What follows belongs to an exercise in optimizing a design on an open flow for small area and a short achievable clock period; a production flow would make more cautious choices.
At most, simulation tests tie the RTL to the original design; equivalence was not proved.
Power and IR drop assume default switching activity.

Setup of v8:
## FLP_multiplier_4
module FLP_multiplier_4(
    input [31:0] A,
    input [31:0] B,
    input rst,
    input clk,
    output [31:0] result
);
Size: roughly 2700 cells after synthesis, ~98 I/O pins, roughly 21000 um^2 of cells after synthesis.
==> module FLP_multiplier_4, before the edit <==
module FLP_multiplier_4(
    input [31:0] A,
    input [31:0] B,
    input rst,
    input clk,
    output [31:0] result
);
    reg [22:0] a1, b1;
    reg s1;
    reg [7:0] ea1, eb1;
    always @(posedge clk) begin
        a1 <= A[22:0];
        b1 <= B[22:0];
        ea1 <= A[30:23];
        eb1 <= B[30:23];
        s1 <= A[31] ^ B[31];
    end
    wire [7:0] e1 = ea1 + eb1 + 8'd129;
    wire [25:0] a3_0 = {2'b01, A[22:0]} + {1'b1, A[22:0], 1'b0};
    reg [25:0] a3_1;
    always @(posedge clk) a3_1 <= a3_0;
    wire [39:0] dg0;
    booth8_enc enc(.b(B[22:0]), .dg(dg0));
    reg [39:0] dg1;
    always @(posedge clk) dg1 <= dg0;
    wire [71:0] z;
    wire zc;
    mul_s1 st1(.a(a1), .a3(a3_1), .dg(dg1), .z(z), .cout(zc));
    reg [71:0] z2;
    reg c2;
    reg [7:0] e2;
    reg sg2;
    always @(posedge clk) begin
        z2 <= z;
        c2 <= zc;
        e2 <= e1;
        sg2 <= s1;
    end
    wire hi;
    wire [22:0] m, ml, mh;
    mul_s2 st2(.z(z2), .cin(c2), .hi(hi), .ml(ml), .mh(mh), .m(m));
    wire [7:0] e2i = e2 + 8'd1;
    wire [7:0] e = hi ? e2i : e2;
    reg [31:0] r3;
    always @(posedge clk) r3 <= {sg2, e, m};
    assign result = r3;
endmodule
==> flow/config.mk <==
export PLATFORM = sky130hd
export DESIGN_NAME = FLP_multiplier_4
export DESIGN_NICKNAME = FLP_multiplier_4
export VERILOG_FILES = /design/flow/design.v
export SDC_FILE = /design/flow/constraint.sdc
export NUM_CORES = 4
export LEC_CHECK = 0
export CAP_MARGIN = 20
export CORE_MARGIN = 2
export CORE_UTILIZATION = 40
export SETUP_SLACK_MARGIN = 3.5
export SLEW_MARGIN = 20
==> flow/constraint.sdc <==
create_clock -name core_clock -period 7.0 [get_ports {clk}]
set_input_delay 1.4000 -clock core_clock [delete_from_list [all_inputs] [get_ports {clk}]]
set_output_delay 1.4000 -clock core_clock [all_outputs]
set_load 0.01 [all_outputs]
standard.sh (not shown) runs the stock make flow with config.mk's settings and CLKGATE_MAP_FILE= SYNTH_SCRIPT=/design/flow/synth_recipe.tcl, a recipe that flattens the netlist after the stock synthesis.
==> flow/flow/run.sh <==
#!/bin/bash
set -o pipefail
bash standard.sh ADDER_MAP_FILE= "BUFFER_PORTS_ARGS=-buffer_cell sky130_fd_sc_hd__buf_2" finish > flow_make.log 2>&1
Changes in v15 relative to v8:
diff --git a/flow/design.v b/flow/design.v
--- a/flow/design.v
+++ b/flow/design.v
@@ -1064,7 +1064,15 @@
     mul_s2 st2(.z(z2), .cin(c2), .hi(hi), .ml(ml), .mh(mh), .m(m));
     wire [7:0] e2i = e2 + 8'd1;
-    wire [7:0] e = hi ? e2i : e2;
-    reg [31:0] r3;
-    always @(posedge clk) r3 <= {sg2, e, m};
-    assign result = r3;
+    reg [22:0] ml3, mh3;
+    reg [7:0] e3, e3i;
+    reg hi3, sg3;
+    always @(posedge clk) begin
+        ml3 <= ml;
+        mh3 <= mh;
+        e3 <= e2;
+        e3i <= e2i;
+        hi3 <= hi;
+        sg3 <= sg2;
+    end
+    assign result = {sg3, hi3 ? e3i : e3, hi3 ? mh3 : ml3};
 endmodule
[summary]
Power, v8 and v15, lower one = v15.
Critical path depth down 2 in v15 wrt v8
The run showing the greater area added between synthesis and finish is v8.
Compared with v8, v15 shows count of clock-net buffers in the final layout that has gone up by more than 10%.
Height of the die was higher in v15 than in v8.
Diff v8 -> v15: number of non-filler instances in the completed layout stayed essentially flat; portion of total power attributed to combinational logic fell by 3.5 points; relative contribution of the clock network to total power rose by 1.1 points; worst setup slack rose by 70 ps; global-route wire length before repair fell by 2900 um.
Length of routed met2 wiring on v15 is up relative to v8.
Function not checked in v8: the RTL went through the layout flow alone.


FLP_multiplier_4, a different RTL version from the one above (not shown whole).
Size: roughly 2600 cells after synthesis, roughly 240 flip-flops, about 98 I/O pins, about 22000 µm² of cells after synthesis.
==> module FLP_multiplier_4, before the edit <==
module FLP_multiplier_4(
    input [31:0] A,
    input [31:0] B,
    input rst,
    input clk,
    output [31:0] result
);
    reg [22:0] a1, b1;
    reg s1;
    reg [7:0] e1;
    wire [7:0] e0 = A[30:23] + B[30:23] + 8'd129;    
    always @(posedge clk) begin
        a1 <= A[22:0];
        b1 <= B[22:0];
        e1 <= e0;
        s1 <= A[31] ^ B[31];
    end
    wire [25:0] a3_0 = {2'b01, A[22:0]} + {1'b1, A[22:0], 1'b0};
    reg [25:0] a3_1;
    always @(posedge clk) a3_1 <= a3_0;
    wire [39:0] dg0;
    booth8_enc enc(.b(B[22:0]), .dg(dg0));
    reg [39:0] dg1;
    always @(posedge clk) dg1 <= dg0;
    wire [71:0] z;
    wire zc;
    mul_s1 st1(.a(a1), .a3(a3_1), .dg(dg1), .z(z), .cout(zc));
    reg [71:0] z2;
    reg c2;
    reg [7:0] e2;
    reg sg2;
    always @(posedge clk) begin
        z2 <= z;
        c2 <= zc;
        e2 <= e1;
        sg2 <= s1;
    end
    wire hi;
    wire [22:0] m, ml, mh;
    mul_s2 st2(.z(z2), .cin(c2), .hi(hi), .ml(ml), .mh(mh), .m(m));
    wire [7:0] e2i = e2 + 8'd1;
    reg [22:0] ml3, mh3;
    reg [7:0] e3, e3i;
    reg hi3, sg3;
    always @(posedge clk) begin
        ml3 <= ml;
        mh3 <= mh;
        e3 <= e2;
        e3i <= e2i;
        hi3 <= hi;
        sg3 <= sg2;
    end
    assign result = {sg3, hi3 ? e3i : e3, hi3 ? mh3 : ml3};
endmodule
clock: 7.0 ns
lec_check: 0
cap_margin: 20
core_margin: 2
core_utilization: 40
setup_slack_margin: 3.5
slew_margin: 20
Scripts as last shown in full above: flow/flow/run.sh
==> next run, changes <==
--- a/flow/design.v
+++ b/flow/design.v
@@ -1062,16 +1062,16 @@
     wire [22:0] m, ml, mh;
     mul_s2 st2(.z(z2), .cin(c2), .hi(hi), .ml(ml), .mh(mh), .m(m));
     wire [7:0] e2i = e2 + 8'd1;
     reg [22:0] ml3, mh3;
-    reg [7:0] e3, e3i;
+    reg [7:0] e3;
     reg hi3, sg3;
     always @(posedge clk) begin
         ml3 <= ml;
         mh3 <= mh;
         e3 <= e2;
-        e3i <= e2i;
         hi3 <= hi;
         sg3 <= sg2;
     end
+    wire [7:0] e3i = e3 + 8'd1;
     assign result = {sg3, hi3 ? e3i : e3, hi3 ? mh3 : ml3};
 endmodule
The new run went through all stages and came out clean.
Sequential cell count is lower by 8.
Utilization is higher by 0.91 points.
Combinational power is higher by 3.1%.
Count of clock-buffer cells in the layout is higher by 1.
First-iteration DRC count is higher by 8.9%.
No functional check of the RTL was part of the first run of this note.

==> what the ideal ports hide <==
The flow's constraints put no driver on any port. The routed layouts listed below were extracted and timed again, unchanged, in two steps.
Step 1 sets driving cells, clkbuf_16 on the clock port and buf_2 on the other inputs (assumed; they add their load-dependent delay and slew).
Step 2, shift: input delay + t, output delay - t, t = (earliest + latest rising clock arrival at the registers) / 2. This alone moves slack from input paths to output paths.
a / b / c = ideal / step 1 / step 2; a / b = the first two.
| run | t, ns | setup slack, ns | worst data-port slew with drivers (ns) |
|---|---|---|---|
| v8 | 0.613 | 3.546 / 3.546 / 3.115 | 0.05 |
| v15 | 0.619 | 3.616 / 3.616 / 3.102 | 0.05 |
| the first run of note 2 | 0.610 | 3.623 / 3.623 / 3.086 | 0.04 |
| the second run of note 2 | 0.627 | 3.624 / 3.606 / 3.099 | 0.06 |
After both steps every run listed still meets setup and hold. The setup slack of the first run of note 2, which loses most, moves by 0.000 ns with the drivers and by -0.537 ns with both steps.
